This is an optimization exercise on Yosys and OpenROAD, whose aim is small area, a short achievable clock period and few clock cycles, not a production implementation.
Only simulation tests tie the RTL to the original design; equivalence was not proved.
In every run shown here, the design's own scripts or RTL, not TritonCTS, make the clock network.
The clock input has no modelled driver; a real chip could not lean on it and would need a root buffer or a full tree.
Power is estimated from default activity; no workload was simulated.

File: flow/config.mk
export PLATFORM = sky130hd
export DESIGN_NAME = fact_machine_wrapper
export DESIGN_NICKNAME = fact_machine_wrapper
export VERILOG_FILES = /design/flow/design.v
export SDC_FILE = /design/flow/constraint.sdc
export NUM_CORES = 4
export LEC_CHECK = 0
export ABC_AREA = 1
export CAP_MARGIN = 20
export CORE_MARGIN = 2
export CORE_UTILIZATION = 40
export SETUP_SLACK_MARGIN = 3.15
export SLEW_MARGIN = 20
File: flow/constraint.sdc
create_clock -name core_clock -period 5.0 [get_ports {clk}]
set_input_delay 1.0000 -clock core_clock [delete_from_list [all_inputs] [get_ports {clk}]]
set_output_delay 1.0000 -clock core_clock [all_outputs]
set_load 0.01 [all_outputs]
File: flow/design.v
module fact_machine_wrapper(
    input logic rst, go, clk,
    input logic [31:0] n,
    output logic [31:0] result,
    output logic done
    );
    logic        busy;        
    logic [5:0]  code;        
    logic [31:0] table_out;   
    logic t000, t001, t002, t003, t004, t005, t006, t007, t008, t009, t010, t011;
    logic t012, t013, t014, t015, t016, t017, t018, t019, t020, t021, t022, t023;
    logic t024, t025, t026, t027, t028, t029, t030, t031, t032, t033, t034, t035;
    logic t036, t037, t038, t039, t040, t041, t042, t043, t044, t045, t046, t047;
    logic t048, t049, t050, t051, t052, t053, t054, t055, t056, t057, t058, t059;
    logic t060, t061, t062, t063, t064, t065, t066, t067, t068, t069, t070, t071;
    logic t072, t073, t074, t075, t076, t077, t078, t079, t080, t081, t082, t083;
    logic t084, t085, t086, t087, t088, t089, t090, t091, t092, t093, t094, t095;
    logic t096, t097, t098, t099, t100, t101, t102, t103, t104, t105, t106, t107;
    logic t108, t109, t110, t111, t112, t113, t114, t115, t116, t117, t118, t119;
    logic t120, t121, t122, t123, t124, t125, t126, t127, t128, t129, t130, t131;
    logic t132, t133, t134, t135, t136, t137, t138, t139, t140, t141, t142, t143;
    logic t144, t145, t146, t147, t148, t149, t150, t151, t152, t153, t154, t155;
    logic t156, t157, t158, t159, t160, t161, t162, t163, t164, t165, t166, t167;
    logic t168, t169;
    assign t110 = code[2] & code[1];
    assign t111 = ~t110;
    assign t112 = ~code[0];
    assign t113 = ~code[3];
    assign t114 = ~code[5];
    assign t115 = code[4] & t114;
    assign t116 = t115 & t113;
    assign t117 = t116 & t112;
    assign t118 = t117 & t111;
    assign t119 = ~t118;
    assign t120 = code[2] & code[0];
    assign t121 = t120 & t116;
    assign t122 = ~t121;
    assign t123 = code[1] & t112;
    assign t124 = ~t123;
    assign t125 = ~code[4];
    assign t126 = t114 & code[3];
    assign t127 = t126 & code[2];
    assign t128 = t127 & t125;
    assign t129 = t128 & t124;
    assign t130 = ~t129;
    assign t131 = t130 & t122;
    assign t132 = ~t131;
    assign t133 = t116 & t110;
    assign t134 = ~t133;
    assign t135 = t126 & t120;
    assign t136 = ~t135;
    assign t137 = t136 & t134;
    assign t138 = ~t137;
    assign t139 = t138 & t132;
    assign t140 = ~t139;
    assign t141 = t140 & t119;
    assign t142 = t126 & t125;
    assign t143 = t142 & code[1];
    assign t144 = ~t143;
    assign t145 = t144 & t141;
    assign table_out[21] = ~t145;
    assign t146 = code[3] & code[2];
    assign t147 = t146 & table_out[21];
    assign t148 = ~t147;
    assign t149 = t115 & code[3];
    assign t150 = ~code[1];
    assign t151 = t150 & code[0];
    assign t152 = ~t151;
    assign t153 = t152 & t124;
    assign t154 = ~t153;
    assign t155 = t154 & t149;
    assign t156 = ~t155;
    assign t157 = t115 & t150;
    assign t158 = t157 & code[2];
    assign t159 = ~t158;
    assign t160 = t159 & t149;
    assign t161 = ~t160;
    assign t162 = t116 & t150;
    assign t163 = ~t162;
    assign t164 = t163 & t161;
    assign t165 = ~t164;
    assign t166 = ~code[2];
    assign t167 = t116 & t166;
    assign t168 = t167 & code[0];
    assign t169 = ~t168;
    assign t000 = t169 & t166;
    assign t001 = t000 & t165;
    assign t002 = ~t001;
    assign t003 = t002 & t156;
    assign t004 = ~t003;
    assign t005 = ~t127;
    assign t006 = ~t167;
    assign t007 = t006 & t005;
    assign t008 = t007 & t112;
    assign t009 = t008 & t149;
    assign t010 = ~t009;
    assign t011 = t154 & t116;
    assign t012 = ~t011;
    assign t013 = t166 & t150;
    assign t014 = t125 & t113;
    assign t015 = t014 & code[5];
    assign t016 = t015 & t013;
    assign t017 = ~t016;
    assign t018 = t017 & t159;
    assign t019 = t018 & t012;
    assign t020 = t019 & t010;
    assign t021 = t020 & t004;
    assign t022 = ~t021;
    assign t023 = ~t117;
    assign t024 = ~t157;
    assign t025 = t024 & t023;
    assign t026 = ~t025;
    assign t027 = t026 & t159;
    assign t028 = ~t027;
    assign t029 = t028 & t022;
    assign t030 = t029 & t148;
    assign table_out[30] = ~t030;
    assign table_out[13] = t128 & t112;
    assign t031 = ~t008;
    assign t032 = t165 & code[0];
    assign t033 = ~t032;
    assign t034 = t164 & t112;
    assign t035 = ~t034;
    assign t036 = t035 & t033;
    assign t037 = ~t036;
    assign table_out[27] = t037 & t031;
    assign t038 = ~t142;
    assign t039 = t006 & t038;
    assign t040 = ~t039;
    assign t041 = t124 & t111;
    assign t042 = ~t041;
    assign table_out[17] = t042 & t040;
    assign t043 = ~table_out[17];
    assign t044 = t043 & t023;
    assign table_out[20] = ~t044;
    assign t045 = code[1] & code[0];
    assign t046 = ~t045;
    assign t047 = t046 & t128;
    assign t048 = ~t047;
    assign t049 = t169 & t134;
    assign t050 = t049 & t048;
    assign table_out[19] = ~t050;
    assign table_out[31] = ~t020;
    assign t051 = t142 & t166;
    assign t052 = t051 & t154;
    assign t053 = ~t052;
    assign t054 = t153 & t128;
    assign t055 = ~t054;
    assign t056 = t055 & t163;
    assign t057 = t056 & t053;
    assign table_out[18] = ~t057;
    assign t058 = ~t007;
    assign t059 = ~t141;
    assign t060 = t154 & t059;
    assign t061 = ~t060;
    assign table_out[26] = t061 & t058;
    assign t062 = t006 & t144;
    assign t063 = t062 & t053;
    assign table_out[16] = ~t063;
    assign table_out[15] = t040 & t150;
    assign t064 = t031 & t157;
    assign t065 = t064 & code[3];
    assign t066 = ~t065;
    assign t067 = t143 & code[0];
    assign t068 = ~t067;
    assign t069 = t068 & t006;
    assign t070 = t069 & t141;
    assign t071 = t070 & t066;
    assign table_out[25] = ~t071;
    assign t072 = ~t064;
    assign t073 = t072 & t137;
    assign table_out[29] = ~t073;
    assign t074 = t051 & t123;
    assign t075 = ~t074;
    assign t076 = t075 & t130;
    assign table_out[14] = ~t076;
    assign t077 = ~t051;
    assign t078 = t014 & t114;
    assign table_out[4] = t078 & code[2];
    assign table_out[5] = table_out[4] & code[0];
    assign t079 = table_out[5] & code[1];
    assign t080 = ~t079;
    assign t081 = t080 & t077;
    assign t082 = t081 & t130;
    assign t083 = ~t082;
    assign table_out[12] = t083 & t152;
    assign t084 = t166 & code[1];
    assign t085 = t084 & code[0];
    assign t086 = ~t085;
    assign table_out[11] = t086 & t142;
    assign t087 = ~t128;
    assign t088 = ~table_out[12];
    assign t089 = t088 & t087;
    assign t090 = ~t089;
    assign table_out[10] = t090 & t111;
    assign t091 = t046 & t001;
    assign t092 = ~t091;
    assign t093 = t092 & t140;
    assign table_out[24] = ~t093;
    assign t094 = t078 & t110;
    assign t095 = ~t094;
    assign t096 = t095 & t075;
    assign table_out[9] = ~t096;
    assign table_out[8] = ~t081;
    assign t097 = t051 & t150;
    assign t098 = ~t097;
    assign t099 = t098 & t095;
    assign table_out[7] = ~t099;
    assign t100 = t018 & table_out[21];
    assign t101 = ~t100;
    assign t102 = ~t146;
    assign t103 = t102 & t115;
    assign t104 = ~t103;
    assign t105 = t104 & t087;
    assign t106 = ~t105;
    assign table_out[23] = t106 & t101;
    assign t107 = t068 & t122;
    assign t108 = t107 & t028;
    assign table_out[22] = ~t108;
    assign table_out[6] = table_out[4] & t154;
    assign table_out[3] = table_out[4] & t150;
    assign t109 = t003 & t131;
    assign table_out[28] = ~t109;
    assign table_out[2] = t085 & t078;
    assign table_out[1] = t084 & t078;
    assign table_out[0] = t078 & t013;
    always_ff @(posedge clk) begin
        if (rst) begin
            busy <= 1'b0;
            done <= 1'b0;
        end else begin
            busy <= go;
            done <= ~go & (done | busy);
        end
    end
    always_ff @(posedge clk) begin
        if (go)
            code <= {n[5:4] | {2{|n[31:6]}}, n[3:0]};
        result <= table_out;
    end
endmodule
File: flow/flow/run.sh
#!/bin/bash
# The standard layout (standard.sh), with these changes:
#  - each port's buffer is a plain buf_1;
#  - after the standard synthesis, flow/fastor.py rebuilds the wide OR of the
#    operand bits that feeds the code registers as a fast NOR2/NAND tree
#    (it checks the function by simulation and touches no register);
#  - after CTS, the clock tree is replaced by three clock buffers on the
#    clock port, each driving a third of the registers (flow/onebuf.tcl), so
#    every register's clock passes through one buffer of the same kind.
# Each tool's output goes to a log of its own in this folder.
set -euo pipefail
W=$(pwd)
R=$W/orfs/results/sky130hd/fact_machine_wrapper/base
LIB=$FLOW_HOME/platforms/sky130hd/lib/sky130_fd_sc_hd__tt_025C_1v80.lib
export BUFFER_PORTS_ARGS="-buffer_cell sky130_fd_sc_hd__buf_1"
bash standard.sh $R/1_2_yosys.v > standard_synth.log 2>&1
cp $R/1_2_yosys.v $W/standard_1_2_yosys.v
python3 $W/flow/fastor.py $LIB $W/standard_1_2_yosys.v $W/fastor.v > fastor.log 2>&1
cp $W/fastor.v $R/1_2_yosys.v
bash standard.sh $R/4_cts.odb > standard_to_cts.log 2>&1
IN_ODB=$R/4_cts.odb OUT_ODB=$R/4_cts.odb CLK_NBUF=3 CLK_BUF=sky130_fd_sc_hd__clkbuf_8 CLK_PORT=clk \
PLATFORM_DIR=$FLOW_HOME/platforms/sky130hd \
  openroad -no_init -exit $W/flow/onebuf.tcl > onebuf.log 2>&1
bash standard.sh > standard.log 2>&1
File: flow/flow/fastor.py
#!/usr/bin/env python3
"""Rebuild the wide OR in front of the operand-code registers as a fast tree.

The standard synthesis maps code[k] <= n[k] | (|n[31:6]) (k = 4, 5) for least
area, with 4-input NOR gates whose stacked PMOS make it the slowest path of the
design. This script finds the logic cone that feeds the D pins of the code
registers, checks by simulation that each D pin computes n[k] | OR(P) for the
same set P of operand bits, and replaces the cone with a tree of NOR2 / NAND3 /
NAND4 / NOR2 / NAND3 gates. Registers, and every other cell, are untouched.
If the cone is not of that form, the netlist is written back unchanged.
usage: fastor.py LIBERTY IN.v OUT.v
"""
import random, re, sys

lib_path, in_path, out_path = sys.argv[1:4]
text = open(in_path).read()

# --- cell functions from the liberty file
lib = open(lib_path).read()
funcs = {}
starts = [m for m in re.finditer(r'\bcell\s*\(\s*"?(\w+)"?\s*\)\s*\{', lib)]
for j, m in enumerate(starts):
    name = m.group(1)
    body = lib[m.end(): starts[j + 1].start() if j + 1 < len(starts) else len(lib)]
    outs = {}
    pms = list(re.finditer(r'\bpin\s*\(\s*"?(\w+)"?\s*\)\s*\{', body))
    for q, pm in enumerate(pms):
        seg = body[pm.end(): pms[q + 1].start() if q + 1 < len(pms) else len(body)]
        d = re.search(r'\bdirection\s*:\s*"?(\w+)"?', seg)
        f = re.search(r'\bfunction\s*:\s*"([^"]*)"', seg)
        if d and d.group(1) == 'output' and f:
            outs[pm.group(1)] = f.group(1)
    funcs[name] = outs

def is_out(cell, pin):
    return pin in funcs.get(cell, {}) or pin in ('Q', 'Q_N', 'X', 'Y', 'HI', 'LO', 'COUT', 'SUM')

# --- parse instances
inst_re = re.compile(r'^\s*(sky130_fd_sc_hd__\w+)\s+(\\\S+|\S+)\s*\((.*?)\);\s*$', re.S | re.M)
pin_re = re.compile(r'\.(\w+)\(\s*(.*?)\s*\)\s*(?:,|$)', re.S)
def norm(net):
    return net.strip()
insts = []
for m in inst_re.finditer(text):
    pins = {p: norm(n) for p, n in pin_re.findall(m.group(3))}
    insts.append(dict(cell=m.group(1), name=m.group(2), pins=pins, span=m.span()))
driver = {}
loads = {}
for i, c in enumerate(insts):
    for p, n in c['pins'].items():
        if is_out(c['cell'], p):
            driver[n] = i
        else:
            loads.setdefault(n, []).append((i, p))

def write_unchanged(why):
    print("fastor: netlist left unchanged:", why)
    open(out_path, 'w').write(text)
    sys.exit(0)

code = {}
for i, c in enumerate(insts):
    m = re.match(r'\\?code\[(\d+)\]', c['name'])
    if m and 'D' in c['pins']:
        code[int(m.group(1))] = i
if not code:
    write_unchanged("no code registers")

# --- the cone of combinational cells behind the D pins
cone = set()
pis = set()
stack = [insts[i]['pins']['D'] for i in code.values()]
while stack:
    n = stack.pop()
    if n in driver:
        i = driver[n]
        if 'CLK' in insts[i]['pins']:
            write_unchanged("cone reaches a register")
        if i in cone:
            continue
        cone.add(i)
        for p, m in insts[i]['pins'].items():
            if not is_out(insts[i]['cell'], p):
                stack.append(m)
    else:
        pis.add(n)
if not cone:
    write_unchanged("empty cone")
for i in cone:
    for p, n in insts[i]['pins'].items():
        if is_out(insts[i]['cell'], p):
            for j, q in loads.get(n, []):
                if j not in cone and not (j in code.values() and q == 'D'):
                    write_unchanged(f"cone net {n} also feeds {insts[j]['name']}")
if not all(re.fullmatch(r'n\[\d+\]', p) for p in pis):
    write_unchanged(f"cone inputs are not all operand bits: {sorted(pis)}")

# --- simulate the cone (64 random patterns per word, several words, plus one-hot patterns)
W = 64
M = (1 << W) - 1
def lib_eval(expr, env):
    global DBG
    e = expr.replace('!', ' ~').replace('*', '&').replace('+', '|')
    e = re.sub(r'\b([A-Za-z_]\w*)\b', lambda m: f'env["{m.group(1)}"]', e)
    return eval(e) & M
order = []
seen = set()
def visit(i):
    if i in seen:
        return
    seen.add(i)
    for p, n in insts[i]['pins'].items():
        if not is_out(insts[i]['cell'], p) and n in driver and driver[n] in cone:
            visit(driver[n])
    order.append(i)
for i in cone:
    visit(i)
pis = sorted(pis, key=lambda s: int(s[2:-1]))
def simulate(pat):
    val = dict(pat)
    for i in order:
        c = insts[i]
        env = {p: val[n] for p, n in c['pins'].items() if not is_out(c['cell'], p)}
        for p, n in c['pins'].items():
            if is_out(c['cell'], p):
                val[n] = lib_eval(funcs[c['cell']][p], env)
    return val
pats = []
rnd = random.Random(1)
for _ in range(8):
    pats.append({p: rnd.getrandbits(W) & rnd.getrandbits(W) & rnd.getrandbits(W) for p in pis})
for k in range(len(pis)):
    pats.append({p: (M if j == k else 0) for j, p in enumerate(pis)})
pats.append({p: 0 for p in pis})
# each D pin must be n[k] | OR(P) with one common P
targets = {}
for k, i in code.items():
    d = insts[i]['pins']['D']
    targets[k] = d
forms = {k: d for k, d in targets.items() if d not in pis}
for k in forms:
    if f'n[{k}]' not in pis:
        write_unchanged(f"D of code[{k}] does not use n[{k}]")
direct = {d for d in targets.values() if d in pis and d not in [n for i in cone for n in insts[i]['pins'].values()]}
P = [p for p in pis if p not in {f'n[{k}]' for k in forms} and p not in direct]
if not forms or P is None or len(P) < 8:
    write_unchanged("no wide OR found")
for pat in pats:
    val = simulate(pat)
    orp = 0
    for p in P:
        orp |= pat[p]
    for k, d in forms.items():
        if val[d] != (pat[f'n[{k}]'] | orp):
            write_unchanged(f"D of code[{k}] is not n[{k}] | OR of the other operand bits")

# --- the fast tree
new_cells = []
new_wires = []
cnt = [0]
def net():
    cnt[0] += 1
    w = f'fastor_n{cnt[0]}'
    new_wires.append(w)
    return w
def cell(kind, ins, out):
    names = {'nor2': 'AB', 'nand2': 'AB', 'nand3': 'ABC', 'nand4': 'ABCD', 'nor3': 'ABC', 'inv': 'A'}[kind]
    pins = ', '.join(f'.{p}({n})' for p, n in zip(names, ins))
    new_cells.append(f'  sky130_fd_sc_hd__{kind}_1 fastor_c{len(new_cells) + 1} ({pins}, .Y({out}));')
# level 1: NOR2 of pairs (an odd one out gets an inverter)
l1 = []
for j in range(0, len(P) - 1, 2):
    o = net(); cell('nor2', [P[j], P[j + 1]], o); l1.append(o)
if len(P) % 2:
    o = net(); cell('inv', [P[-1]], o); l1.append(o)
def groups(xs, k):
    n = (len(xs) + k - 1) // k
    size = [len(xs) // n + (1 if j < len(xs) % n else 0) for j in range(n)]
    out, s = [], 0
    for z in size:
        out.append(xs[s:s + z]); s += z
    return out
l2 = []
for g in groups(l1, 4):
    if len(g) == 1:
        o = net(); cell('inv', g, o)
    else:
        o = net(); cell({2: 'nand2', 3: 'nand3', 4: 'nand4'}[len(g)], g, o)
    l2.append(o)
# level 3: NOR2 / NOR3 of the group ORs (active-low)
l3 = []
for g in groups(l2, 3):
    o = net()
    if len(g) == 1:
        cell('inv', g, o)
    else:
        cell({2: 'nor2', 3: 'nor3'}[len(g)], g, o)
    l3.append(o)
if len(l3) > 3:
    write_unchanged("OR too wide for the tree")
# level 4: D = NAND(!n[k], l3...)
for k, d in sorted(forms.items()):
    nk = net(); cell('inv', [f'n[{k}]'], nk)
    ins = [nk] + l3
    cell({2: 'nand2', 3: 'nand3', 4: 'nand4'}[len(ins)], ins, d)

# --- write: drop the cone's cells, add the tree
spans = sorted(insts[i]['span'] for i in cone)
out = []
pos = 0
for a, b in spans:
    out.append(text[pos:a]); pos = b
out.append(text[pos:])
res = ''.join(out)
decl = ''.join(f'  wire {w};\n' for w in new_wires)
first = re.search(r'^\s*sky130_fd_sc_hd__', res, re.M).start()
res = res[:first] + decl + res[first:]
res = res.replace('\nendmodule', '\n' + '\n'.join(new_cells) + '\nendmodule', 1)
open(out_path, 'w').write(res)
old_area = len(cone)
print(f"fastor: replaced {len(cone)} cells of the cone ({', '.join(sorted(insts[i]['cell'][16:] for i in cone))}) by {len(new_cells)} cells; OR of {len(P)} operand bits into code{sorted(forms)}")
File: flow/flow/onebuf.tcl
# Replace the clock tree that CTS built by CLK_NBUF clock buffers (cell
# CLK_BUF) that the clock port drives, each driving an equal share of the
# registers, grouped by position. Every register's clock then passes through
# exactly one buffer of the same kind. CTS's dummy loads are removed.
read_db $::env(IN_ODB)
set block [ord::get_db_block]
set buf_master [[ord::get_db] findMaster $::env(CLK_BUF)]
set clk_net [$block findNet $::env(CLK_PORT)]
set root ""
foreach it [$clk_net getITerms] {
  if {[$it isInputSignal]} { set root [$it getInst] }
}
if {$root eq ""} { error "no buffer on the clock port" }
set root_out ""
foreach it [$root getITerms] { if {[$it isOutputSignal]} { set root_out [$it getNet] } }
# collect every clock buffer below the root, level by level
set todo [list $root_out]
set sinks {}
set dead_insts {}
set dead_nets {}
while {[llength $todo]} {
  set net [lindex $todo 0]; set todo [lrange $todo 1 end]
  foreach it [$net getITerms] {
    if {![$it isInputSignal]} continue
    set inst [$it getInst]
    set m [[$inst getMaster] getName]
    if {[string match "sky130_fd_sc_hd__clkbuf_*" $m] || [string match "sky130_fd_sc_hd__buf_*" $m]} {
      lappend dead_insts $inst
      foreach o [$inst getITerms] {
        if {![$o isOutputSignal]} continue
        set onet [$o getNet]
        if {$onet eq "NULL" || $onet eq ""} continue
        lappend todo $onet
        lappend dead_nets $onet
      }
    } elseif {[$it getMTerm] ne "" && [[$it getMTerm] getName] eq "CLK"} {
      lappend sinks $it
    } else {
      # a dummy load CTS added for balancing: its output drives nothing
      foreach o [$inst getITerms] {
        if {![$o isOutputSignal]} continue
        set onet [$o getNet]
        if {$onet eq "NULL" || $onet eq ""} continue
        if {[llength [$onet getITerms]] > 1 || [llength [$onet getBTerms]] > 0} { error "clock sink [$inst getName] drives logic" }
        lappend dead_nets $onet
      }
      lappend dead_insts $inst
    }
  }
}
puts "clock sinks: [llength $sinks], buffers removed: [llength $dead_insts]"
foreach it $sinks { $it disconnect }
foreach inst $dead_insts { odb::dbInst_destroy $inst }
foreach net $dead_nets { odb::dbNet_destroy $net }
odb::dbInst_destroy $root
odb::dbNet_destroy $root_out
# split the sinks into K groups of equal size by position (slices across the
# wider side of their bounding box), each driven by one buffer on the port
set K $::env(CLK_NBUF)
set pts {}
set x0 1e18; set x1 -1e18; set y0 1e18; set y1 -1e18
foreach it $sinks {
  set b [[$it getInst] getBBox]
  set x [expr {([$b xMin] + [$b xMax]) / 2}]; set y [expr {([$b yMin] + [$b yMax]) / 2}]
  lappend pts [list $it $x $y]
  set x0 [expr {min($x0, $x)}]; set x1 [expr {max($x1, $x)}]; set y0 [expr {min($y0, $y)}]; set y1 [expr {max($y1, $y)}]
}
set key [expr {($x1 - $x0) >= ($y1 - $y0) ? 1 : 2}]
set pts [lsort -integer -index $key $pts]
set n [llength $pts]
for {set g 0} {$g < $K} {incr g} {
  set lo [expr {$g * $n / $K}]; set hi [expr {($g + 1) * $n / $K - 1}]
  set grp [lrange $pts $lo $hi]
  set net [odb::dbNet_create $block "clknet_$g"]
  $net setSigType CLOCK
  set inst [odb::dbInst_create $block $buf_master "clkbuf_$g"]
  [$inst findITerm A] connect $clk_net
  [$inst findITerm X] connect $net
  [$inst findITerm VPWR] connect [$block findNet VDD]
  [$inst findITerm VGND] connect [$block findNet VSS]
  [$inst findITerm VPB] connect [$block findNet VDD]
  [$inst findITerm VNB] connect [$block findNet VSS]
  set xs 0; set ys 0
  foreach p $grp { [lindex $p 0] connect $net; set xs [expr {$xs + [lindex $p 1]}]; set ys [expr {$ys + [lindex $p 2]}] }
  set m [llength $grp]
  $inst setLocation [expr {$xs / $m}] [expr {$ys / $m}]
  $inst setPlacementStatus PLACED
  puts "clock buffer clkbuf_$g drives $m sinks"
}
source $::env(PLATFORM_DIR)/setRC.tcl
detailed_placement
check_placement -verbose
write_db $::env(OUT_ODB)
File: flow/standard.sh
#!/bin/bash
# synth_recipe.tcl (not shown) runs the flow's synth.tcl, then flattens the netlist and writes it again
# the make line also repeats each setting of config.mk as NAME=value (left out here)
make -C /OpenROAD-flow-scripts/flow DESIGN_CONFIG=/design/flow/config.mk WORK_HOME=/design/flow/orfs CLKGATE_MAP_FILE= SYNTH_SCRIPT=/design/flow/synth_recipe.tcl "${@:-finish}"
==> key figures, run 1 <==
Status
  • Status: finished clean

Global routing
  • First-pass GRT wire length: 5490 um
  • Vias in the first global route: 1290
  • Gr usage total: 16.2%
  • Gr busiest metal: met2
  • M3 GR Usage: 3.07%
  • Largest net degree at the start of global routing: 15
  • Met1 GRT Util: 19.9%
  • GR Util met2: 28.0%
  • Initial antenna violation count: 0
  • Total grt overflow: 0

Timing
  • Pins over their slew limit: 0
  • Worst Clk Skew: 0.00508 ns
  • Period utilisation layout: 34.0%
  • Hold slack final: 0.494 ns
  • Setup TNS: 0 ns
  • Fin. Hold Viols: 0
  • Final setup fails: 0
  • Worst relative slew slack: 68.5%
  • Max Freq: 589 MHz
  • Min cycle time layout: 1.70 ns
  • Pin slew with the least headroom to its limit: 0.473 ns
  • RSZ-0062 raised after global routing: false

Critical path
  • Crit path DAT: 1.72 ns
  • Crit start category: flop
  • Critical path class: flop to flop
  • Crit-path max FO: 9
  • Worst Path Required: 5.02 ns
  • Crit. End Element: flop

Detailed routing
  • Iteration count of the initial detailed-routing pass: 4
  • DRC viols: 0
  • DR vias: 1437
  • Via density: 4.67
  • Post-route antenna net violation count: 0
  • Routed WL per cell: 11.0 um
  • Initial DRC Count: 46
  • Total Wirelength: 3370 um

Yosys
  • Syn nets: 226
  • Syn Area/Cell: 8.20 um^2
  • Synthesis Warnings: 1
  • Mapped cell area: 1540 um^2
  • Syn Inst Count: 188

Layout
  • ANT cells: 0
  • Layout cells sized above 1: 5.77%
  • Fill count: 394
  • Final instance area: 1910 um^2
  • Area Growth Syn to Fin: 23.8%
  • Final #Nets: 300
  • Fin cells: 308

Power and ir drop
  • P_leak: 0.876 nW
  • Pwr dens: 301 nW/um^2
  • Power Total: 574 uW
  • Worst vdd ir: 0.0997 mV

Min path
  • Hold crit path type: flop to flop

Floorplan
  • Die Height: 66.1 um
  • Die Area: 4370 um^2
  • I/O Pins: 68
  • Rows: 22
  • CORE AREA: 3690 um^2
  • Die width: 66.1 um
  • Starting Density: 41.8%

Placed design
  • HPWL Detailed: 2620 um
  • Cell count after placement: 300
  • Placement Cell Area: 1830 um^2
  • I/O Buffers: 67
  • Final Wtd Congestion: 0.906

CTS
  • Clock Sink Count: 40
  • Clk pin slew, worst setup/hold paths: 0.08 ns
  • PostCTS Resize Cnt: 0
  • Worst skew pair latency: 0.14 ns

Job
  • Maxcap violations: 0
==> layer usage <==
layer  part of all wire, %  wire length [um]
met5                     0                 0
met2                    46              1560
met4                   1.4                46
met1                    45              1510
met3                   7.6               258
==> cell type report <==
type / instances / area (um^2) / share of cell area [%]
multi-input cells: 120 / 563 / 29.5
well taps: 48 / 60.1 / 3.15
repair buffers: 72 / 289 / 15.1
inverters: 25 / 93.8 / 4.92
plain buffers: 3 / 41.3 / 2.16
flip-flops and latches: 40 / 861 / 45.1
==> flip-flops by register name (all words and copies together) (netlist names) <==
register  cells
busy          1
code          6
done          1
result       32
==> metrics by stage <==
stage	utilization [%]	setup WS, ns
after floorplan	-	3.37
after CTS	52.4	3.22
after detailed placement	49.6	3.23
after global placement	49.6	3.23
after global routing	51.7	3.16
final	51.7	3.30
==> repair_timing <==
item	in CTS	in global routing
hold buffers	0	0
setup endpoints to repair	0	5
setup buffers	0	5
==> placed cells by master, fill, tap and decap left out <==
cell	count
a21boi_1	1
a21oi_1	6
a31oi_1	1
buf_1	67
buf_4	5
clkbuf_8	3
dfxtp_1	34
edfxtp_1	6
ha_1	3
inv_1	24
inv_2	1
nand2_1	33
nand2_2	2
nand3_1	18
nand3_2	1
nand4_1	3
nor2_1	36
nor2_2	3
nor3_1	3
nor4_1	1
o211ai_1	1
o21ai_0	6
o21ai_1	1
o221ai_1	1
==> worst paths after layout <==
check | start | to | slack, ns | cells past startpoint
worst min register to register | done$_SDFF_PP0_ | done$_SDFF_PP0_ | 0.49 | 2
worst min-delay path | done$_SDFF_PP0_ | done$_SDFF_PP0_ | 0.49 | 2
worst max register to register | code[0]$_DFFE_PP_ | result[30]$_DFF_P_ | 3.30 | 9
worst max-delay path | code[0]$_DFFE_PP_ | result[30]$_DFF_P_ | 3.30 | 9
==> where the power goes <==
group          internal [mW]  leakage (nW)  switching (mW)  total [mW]
sequential             0.347         0.338          0.0115       0.358
combinational         0.0310         0.517          0.0526      0.0836
clock                 0.0551        0.0216          0.0767       0.132
total                  0.433         0.876           0.141       0.574
==> worst max-delay path, stage by stage, from the launching register on <==
cell and delay [ns]:
edfxtp_1 0.52, inv_1 0.23, ha_1 0.22, inv_1 0.05, nand3_1 0.15, nand2_1 0.09
nand2_2 0.09, nand3_2 0.08, nand2_1 0.07, nand3_1 0.07
Testbench counts, summed over its fixed seeds: cycles 960.
==> run 2: changes to the inputs <==
--- a/flow/flow/run.sh
+++ b/flow/flow/run.sh
@@ -19,5 +19,5 @@
 cp $W/fastor.v $R/1_2_yosys.v
 bash standard.sh $R/4_cts.odb > standard_to_cts.log 2>&1
-IN_ODB=$R/4_cts.odb OUT_ODB=$R/4_cts.odb CLK_NBUF=3 CLK_BUF=sky130_fd_sc_hd__clkbuf_8 CLK_PORT=clk \
+IN_ODB=$R/4_cts.odb OUT_ODB=$R/4_cts.odb CLK_NBUF=4 CLK_BUF=sky130_fd_sc_hd__clkbuf_8 CLK_PORT=clk \
 PLATFORM_DIR=$FLOW_HOME/platforms/sky130hd \
   openroad -no_init -exit $W/flow/onebuf.tcl > onebuf.log 2>&1
--- a/flow/config.mk
+++ b/flow/config.mk
@@ -9,5 +9,5 @@
 export CAP_MARGIN = 20
 export CORE_MARGIN = 2
-export CORE_UTILIZATION = 40
-export SETUP_SLACK_MARGIN = 3.15
+export CORE_UTILIZATION = 25
+export SETUP_SLACK_MARGIN = 3.25
 export SLEW_MARGIN = 20
==> key figures, run 2 <==
Min path
  • Hold crit path type: flop to flop

Floorplan
  • Die Height: 82.5 um
  • I/O Pins: 68
  • Die width: 82.5 um
  • Rows: 28
  • CORE AREA: 5960 um^2
  • Die Area: 6810 um^2
  • Starting Density: 25.9%

Detailed routing
  • Post-route antenna net violation count: 0
  • Iteration count of the initial detailed-routing pass: 4
  • DR vias: 1467
  • Routed WL per cell: 11.4 um
  • Via density: 4.37
  • Initial DRC Count: 99
  • DRC viols: 0
  • Total Wirelength: 3840 um

Job
  • Maxcap violations: 0

Timing
  • Setup TNS: 0 ns
  • Pin slew with the least headroom to its limit: 0.417 ns
  • Max Freq: 616 MHz
  • Fin. Hold Viols: 0
  • Worst relative slew slack: 72.2%
  • Min cycle time layout: 1.62 ns
  • RSZ-0062 raised after global routing: false
  • Worst Clk Skew: 0.00318 ns
  • Pins over their slew limit: 0
  • Final setup fails: 0
  • Setup slack after layout: 3.38 ns
  • Period utilisation layout: 32.4%

Power and ir drop
  • Pwr dens: 301 nW/um^2
  • P_leak: 1.01 nW
  • Worst vdd ir: 0.0905 mV

Layout
  • Final #Nets: 301
  • Sequential Area: 863 um^2
  • Commonest non-fill, non-tap cell in the layout: nor2_1
  • ANT cells: 0
  • Layout cells sized above 1: 19.2%
  • Fill count: 683
  • Most flops, register: result
  • Multi-input logic area: 563 um^2
  • Regs by FF count: result x32, code x6
  • Most frequent cells in the layout: 36 x nor2_1, 35 x buf_1, 33 x nand2_1
  • Area Growth Syn to Fin: 30.0%
  • Largest register FFs: 32

Placed design
  • Setup WS pre-CTS: 3.21 ns
  • HPWL Detailed: 2960 um
  • Final Wtd Congestion: 0.849
  • I/O Buffers: 67

Critical path
  • Crit. End Element: flop
  • Crit path DAT: 1.51 ns
  • CP Cell Sequence: buf_1 -> nor2_1 -> nand4_1 -> nor2_1 -> nand3_1
  • Crit-path slowest cell: nor2_1
  • Most frequent CP cell: nor2_1
  • Worst Path Required: 4.88 ns
  • Crit-path max FO: 2
  • Crit start category: input port
  • Critical path class: input port to flop
  • Number of buffer and inverter stages on the critical path: 1
  • Critical path's top delay family: simple AND/OR/NAND/NOR gates
  • CP max stage delay: 0.15 ns

CTS
  • Clk pin slew, worst setup/hold paths: 0.07 ns
  • CTS hold repair buffers: 0
  • Clock Sink Count: 40
  • Worst skew pair latency: 0.13 ns

Yosys
  • Synthesis Warnings: 1
  • Syn Area/Cell: 8.20 um^2
  • Syn Inst Count: 188
  • Syn nets: 226
  • Mapped cell area: 1540 um^2

Global routing
  • Gr usage total: 11.8%
  • Vias in the first global route: 1349
  • First-pass GRT wire length: 6030 um
  • Initial antenna violation count: 0
  • Largest net degree at the start of global routing: 14
  • Total grt overflow: 0

Status
  • Status: finished clean
[run 2: worst min-delay path: stages, from the launching register on]
cell,delay [ns]
dfxtp_1,0.30
nor2_1,0.09
nor3_1,0.05
[run 2: power by group]
part	switching, mW	internal, mW	leakage, nW
registers	0.0102	0.348	0.339
clock network	0.0794	0.0728	0.0288
logic	0.0560	0.0364	0.648
[run 2: final cells by class]
class	instances	area share (%)
sequential	40	43.1
multi-input combinational	120	28.1
timing repair buffer	72	16.7
inverter	25	4.68
tap	75	4.68
buffer	4	2.75
[run 2: worst paths after layout]
path                                   startpoint            endpoint  slack (ns)  depth (start not counted)
worst min-delay path              busy$_SDFF_PP0_     done$_SDFF_PP0_        0.48                          2
worst min register to register    busy$_SDFF_PP0_     done$_SDFF_PP0_        0.48                          2
worst max register to register  code[1]$_DFFE_PP_  result[30]$_DFF_P_        3.41                          9
worst max-delay path                         n[8]   code[4]$_DFFE_PP_        3.38                          5
[run 2: routing by layer]
| metal | vias to the layer above | wire length, um | global-route usage, % |
|---|---|---|---|
| met5 | - | 0 | 0 |
| met4 | 0 | 63 | 3.44 |
| met3 | 6 | 372 | 2.83 |
| met2 | 76 | 1760 | 20.6 |
| met1 | 639 | 1650 | 14.5 |
| li1 | 746 | - | - |
[run 2: what timing repair did]
| item | 4_1_cts | 5_1_grt |
|---|---|---|
| resized for setup | 35 | 0 |
| setup buffers | 1 | 4 |
| setup endpoints to repair | 36 | 2 |
| gates cloned | 0 | 0 |
| hold endpoints to repair | 0 | 0 |
[run 2: per-stage QoR]
stage	utilization, %	cells	cell area (um^2)	hold slack [ns]	total power [mW]
final	33.7	336	2000	0.478	0.602
after global routing	33.7	336	2000	0.501	0.640
after CTS	33.9	336	2020	0.483	0.689
after detailed placement	31.3	327	1860	0.469	0.447
after global placement	31.3	327	1860	0.468	0.448
after floorplan	-	188	1540	0.453	0.413
==> run 3: changes to the inputs <==
==> flow/design.v (replaced) <==
module fact_machine_wrapper(
    input logic rst, go, clk,
    input logic [31:0] n,
    output logic [31:0] result,
    output logic done
    );
    logic        busy;        
    logic [5:0]  code;        
    logic [31:0] table_out;   
    assign table_out[0] = (code == 6'd0) | (code == 6'd1);
    assign table_out[1] = (code == 6'd2) | (code == 6'd3);
    assign table_out[2] = (code == 6'd3);
    assign table_out[3] = (code == 6'd4) | (code == 6'd5);
    assign table_out[4] = (code == 6'd4) | (code == 6'd5) | (code == 6'd6) | (code == 6'd7);
    assign table_out[5] = (code == 6'd5) | (code == 6'd7);
    assign table_out[6] = (code == 6'd5) | (code == 6'd6);
    assign table_out[7] = (code == 6'd6) | (code == 6'd7) | (code == 6'd8) | (code == 6'd9);
    assign table_out[8] = (code == 6'd7) | (code == 6'd8) | (code == 6'd9) | (code == 6'd10) | (code == 6'd11);
    assign table_out[9] = (code == 6'd6) | (code == 6'd7) | (code == 6'd10);
    assign table_out[10] = (code == 6'd8) | (code == 6'd10) | (code == 6'd11) | (code == 6'd12) | (code == 6'd13);
    assign table_out[11] = (code == 6'd8) | (code == 6'd9) | (code == 6'd10) | (code == 6'd12) | (code == 6'd13) | (code == 6'd14) | (code == 6'd15);
    assign table_out[12] = (code == 6'd7) | (code == 6'd8) | (code == 6'd10) | (code == 6'd11) | (code == 6'd12) | (code == 6'd15);
    assign table_out[13] = (code == 6'd12) | (code == 6'd14);
    assign table_out[14] = (code == 6'd10) | (code == 6'd12) | (code == 6'd13) | (code == 6'd15);
    assign table_out[15] = (code == 6'd8) | (code == 6'd9) | (code == 6'd12) | (code == 6'd13) | (code == 6'd16) | (code == 6'd17);
    assign table_out[16] = (code == 6'd9) | (code == 6'd10) | (code == 6'd11) | (code == 6'd14) | (code == 6'd15) | (code == 6'd16) | (code == 6'd17) | (code == 6'd18) | (code == 6'd19);
    assign table_out[17] = (code == 6'd10) | (code == 6'd14) | (code == 6'd15) | (code == 6'd18);
    assign table_out[18] = (code == 6'd9) | (code == 6'd10) | (code == 6'd12) | (code == 6'd15) | (code == 6'd16) | (code == 6'd17) | (code == 6'd20) | (code == 6'd21);
    assign table_out[19] = (code == 6'd12) | (code == 6'd13) | (code == 6'd14) | (code == 6'd17) | (code == 6'd19) | (code == 6'd22) | (code == 6'd23);
    assign table_out[20] = (code == 6'd10) | (code == 6'd14) | (code == 6'd15) | (code == 6'd16) | (code == 6'd18) | (code == 6'd20) | (code == 6'd22);
    assign table_out[21] = (code == 6'd10) | (code == 6'd11) | (code == 6'd13) | (code == 6'd14) | (code == 6'd15) | (code == 6'd16) | (code == 6'd18) | (code == 6'd20) | (code == 6'd23);
    assign table_out[22] = (code == 6'd11) | (code == 6'd15) | (code == 6'd16) | (code == 6'd17) | (code == 6'd18) | (code == 6'd21) | (code == 6'd22) | (code == 6'd23) | (code == 6'd24) | (code == 6'd25);
    assign table_out[23] = (code == 6'd12) | (code == 6'd17) | (code == 6'd19) | (code == 6'd20) | (code == 6'd21) | (code == 6'd22) | (code == 6'd24) | (code == 6'd25) | (code == 6'd26) | (code == 6'd27);
    assign table_out[24] = (code == 6'd13) | (code == 6'd15) | (code == 6'd16) | (code == 6'd23) | (code == 6'd24) | (code == 6'd25) | (code == 6'd26);
    assign table_out[25] = (code == 6'd11) | (code == 6'd13) | (code == 6'd15) | (code == 6'd16) | (code == 6'd17) | (code == 6'd18) | (code == 6'd19) | (code == 6'd20) | (code == 6'd23) | (code == 6'd25) | (code == 6'd28) | (code == 6'd29);
    assign table_out[26] = (code == 6'd12) | (code == 6'd14) | (code == 6'd15) | (code == 6'd16) | (code == 6'd17) | (code == 6'd19) | (code == 6'd28) | (code == 6'd29) | (code == 6'd30) | (code == 6'd31);
    assign table_out[27] = (code == 6'd12) | (code == 6'd14) | (code == 6'd17) | (code == 6'd18) | (code == 6'd21) | (code == 6'd25) | (code == 6'd27) | (code == 6'd28) | (code == 6'd31);
    assign table_out[28] = (code == 6'd12) | (code == 6'd13) | (code == 6'd15) | (code == 6'd16) | (code == 6'd21) | (code == 6'd23) | (code == 6'd24) | (code == 6'd25) | (code == 6'd26) | (code == 6'd27) | (code == 6'd29) | (code == 6'd30);
    assign table_out[29] = (code == 6'd13) | (code == 6'd15) | (code == 6'd16) | (code == 6'd17) | (code == 6'd21) | (code == 6'd22) | (code == 6'd23) | (code == 6'd25) | (code == 6'd28) | (code == 6'd29) | (code == 6'd31);
    assign table_out[30] = (code == 6'd13) | (code == 6'd14) | (code == 6'd15) | (code == 6'd16) | (code == 6'd17) | (code == 6'd18) | (code == 6'd22) | (code == 6'd24) | (code == 6'd25) | (code == 6'd27) | (code == 6'd30);
    assign table_out[31] = (code == 6'd17) | (code == 6'd18) | (code == 6'd20) | (code == 6'd21) | (code == 6'd22) | (code == 6'd24) | (code == 6'd26) | (code == 6'd28) | (code == 6'd29) | (code == 6'd32) | (code == 6'd33);
    always_ff @(posedge clk) begin
        if (rst) begin
            busy <= 1'b0;
            done <= 1'b0;
        end else begin
            busy <= go;
            done <= ~go & (done | busy);
        end
    end
    always_ff @(posedge clk) begin
        if (go)
            code <= n[5:0] | {6{|n[31:6]}};
        result <= table_out;
    end
endmodule
--- a/flow/flow/run.sh
+++ b/flow/flow/run.sh
@@ -19,5 +19,5 @@
 cp $W/fastor.v $R/1_2_yosys.v
 bash standard.sh $R/4_cts.odb > standard_to_cts.log 2>&1
-IN_ODB=$R/4_cts.odb OUT_ODB=$R/4_cts.odb CLK_NBUF=4 CLK_BUF=sky130_fd_sc_hd__clkbuf_8 CLK_PORT=clk \
+IN_ODB=$R/4_cts.odb OUT_ODB=$R/4_cts.odb CLK_NBUF=3 CLK_BUF=sky130_fd_sc_hd__clkbuf_8 CLK_PORT=clk \
 PLATFORM_DIR=$FLOW_HOME/platforms/sky130hd \
   openroad -no_init -exit $W/flow/onebuf.tcl > onebuf.log 2>&1
==> key figures, run 3 <==
Floorplan
  • Die width: 85.9 um
  • Rows: 29
  • Die Height: 85.9 um
  • CORE AREA: 6420 um^2
  • I/O Pins: 68
  • Die Area: 7370 um^2
  • Starting Density: 26.1%

Global routing
  • Largest net degree at the start of global routing: 15
  • Total grt overflow: 0
  • First-pass GRT wire length: 7000 um
  • Gr usage total: 12.0%
  • Initial antenna violation count: 0
  • Vias in the first global route: 1572

Layout
  • Sequential Area: 861 um^2
  • Fill count: 725
  • Layout cells sized above 1: 15.0%
  • Area Growth Syn to Fin: 26.7%
  • Multi-input logic area: 727 um^2
  • Commonest non-fill, non-tap cell in the layout: nand2_1
  • Regs by FF count: result x32, code x6
  • Most flops, register: result
  • Most frequent cells in the layout: 57 x nand2_1, 42 x nor2_1, 37 x nand3_1
  • ANT cells: 0
  • Fin cells: 378
  • Largest register FFs: 32
  • Final #Nets: 338

Critical path
  • Worst Path Required: 4.90 ns
  • R2R Path Start: code[1]$_DFFE_PP_
  • CP Cell Sequence: buf_1 -> nor2_1 -> nand4_1 -> nor2_4 -> nand3_1
  • Crit-path max FO: 6
  • Critical path's top delay family: simple AND/OR/NAND/NOR gates
  • CP max stage delay: 0.17 ns
  • Crit-path slowest cell: nor2_4
  • Number of buffer and inverter stages on the critical path: 1
  • Crit path DAT: 1.58 ns
  • Crit. End Element: flop
  • CP startpoint: n[10]
  • Critical path class: input port to flop
  • Crit start category: input port

Power and ir drop
  • Sw Ratio: 23.7%
  • Clock power share: 24.0%
  • Worst vdd ir: 0.135 mV
  • Comb pwr share: 13.0%
  • P_leak: 1.16 nW
  • P_int: 424 uW
  • NetSw: 132 uW
  • Sequential share of power: 62.9%
  • Pwr dens: 262 nW/um^2

Yosys
  • Synthesis Warnings: 1
  • Mapped cell area: 1680 um^2
  • Syn Area/Cell: 7.19 um^2
  • Syn Inst Count: 233
  • Syn nets: 268

Detailed routing
  • DR vias: 1684
  • Initial DRC Count: 74
  • Routed WL per cell: 11.4 um
  • Total Wirelength: 4310 um
  • Via density: 4.46
  • Post-route antenna net violation count: 0
  • DRC viols: 0
  • Iteration count of the initial detailed-routing pass: 7

CTS
  • Clock Sink Count: 40
  • Worst skew pair latency: 0.14 ns
  • Clk pin slew, worst setup/hold paths: 0.08 ns
  • CTS hold repair buffers: 0

Placed design
  • Final Wtd Congestion: 0.942
  • Cell count after placement: 375
  • I/O Buffers: 67
  • HPWL Detailed: 3420 um

Min path
  • Hold path start: busy$_SDFF_PP0_
  • Hold crit path type: flop to flop

Timing
  • Fin. Hold Viols: 0
  • Max Freq: 594 MHz
  • Final setup fails: 0
  • Worst Clk Skew: 0.00173 ns
  • RSZ-0062 raised after global routing: true
  • Setup TNS: 0 ns
  • Pins over their slew limit: 0
  • Worst relative slew slack: 68.3%
  • Pin slew with the least headroom to its limit: 0.475 ns
  • Period utilisation layout: 33.7%
  • Min cycle time layout: 1.68 ns

Status
  • Status: finished clean

Job
  • Maxcap violations: 0
## run 3: timing repair
action	4_1_cts	5_1_grt
gates resized for setup	33	6
buffers inserted	0	0
setup endpoints to repair	33	22
pin swaps	0	4
## run 3: metrics by stage
step / instance area (um^2) / worst slack (ns) / utilization [%] / power (mW) / hold WS [ns]
global route: 2120 / 3.23 / 33.1 / 0.585 / 0.531
CTS: 2150 / 3.23 / 33.5 / 0.642 / 0.483
finish: 2120 / 3.32 / 33.1 / 0.556 / 0.483
global placement: 2020 / 3.12 / 31.4 / 0.426 / 0.468
detailed placement: 2020 / 3.08 / 31.4 / 0.426 / 0.470
floorplan: 1680 / 3.27 / - / 0.395 / 0.453
## run 3: tightest hold or removal path, cell delays in order (launching register included)
cell,delay [ns]
dfxtp_1,0.31
nor2_1,0.09
nor3_1,0.05
## run 3: power groups by stage
stage / Combinational [mW] / Sequential (mW) / Clock (mW)
3_3_place_gp: 0.0687 / 0.357 / 0
3_5_place_dp: 0.0685 / 0.357 / 0
6_report: 0.0724 / 0.350 / 0.133
2_1_floorplan: 0.0328 / 0.363 / 0
5_1_grt: 0.0812 / 0.352 / 0.152
4_1_cts: 0.0724 / 0.349 / 0.221
## run 3: cell type report
class	count	area share [%]
plain buffers	3	1.94
inverters	28	4.95
multi-input cells	163	34.2
flip-flops and latches	40	40.5
well taps	77	4.54
repair buffers	67	13.8
## run 3: path summary, 6_finish.rpt
check | endpoint | slack (ns) | cells after the start
worst max-delay path | code[0]$_DFFE_PP_ | 3.32 | 5
worst min register to register | done$_SDFF_PP0_ | 0.48 | 2
worst min-delay path | done$_SDFF_PP0_ | 0.48 | 2
worst max register to register | result[27]$_DFF_P_ | 3.35 | 7
## run 3: layer usage
metal	up-vias	global-route usage, %	wire, um
met4	0	2.16	21
met1	730	15.1	1960
li1	878	-	-
met2	74	20.4	1970
met5	-	0	0
met3	2	3.66	368
Testbench counts of run 3, summed over its fixed seeds: cycles 960.

[what the ideal ports hide]
The flow's constraints put no driver on any port. The routed layouts listed below were extracted and timed again, unchanged, in two steps. Step 1 assumes that a clkbuf_16 drives the clock port and a buf_2 every other input. Step 2 also shifts input and output timing later by t, the mid clock arrival at the registers, as if the neighbouring blocks saw the same clock. a / b / c = no drivers / after step 1 / after step 2; a / b = the first two.
run	shift t [ns]	slack for setup (ns)	hold slack, ns	worst setup path at the end	worst register clock-pin slew, ns
run 1	0.183	3.301 / 3.301 / 3.253	0.494 / 0.494 / 0.494	input to register	0.08 / 0.08
run 2	0.181	3.378 / 3.358 / 3.227	0.478 / 0.478 / 0.478	input to register	0.07 / 0.07
run 3	0.189	3.317 / 3.326 / 3.154	0.483 / 0.483 / 0.483	input to register	0.08 / 0.08
After both steps every run listed still meets setup and hold. The setup slack of run 3, which loses most, moves by +0.009 ns with the drivers and by -0.163 ns with both steps.
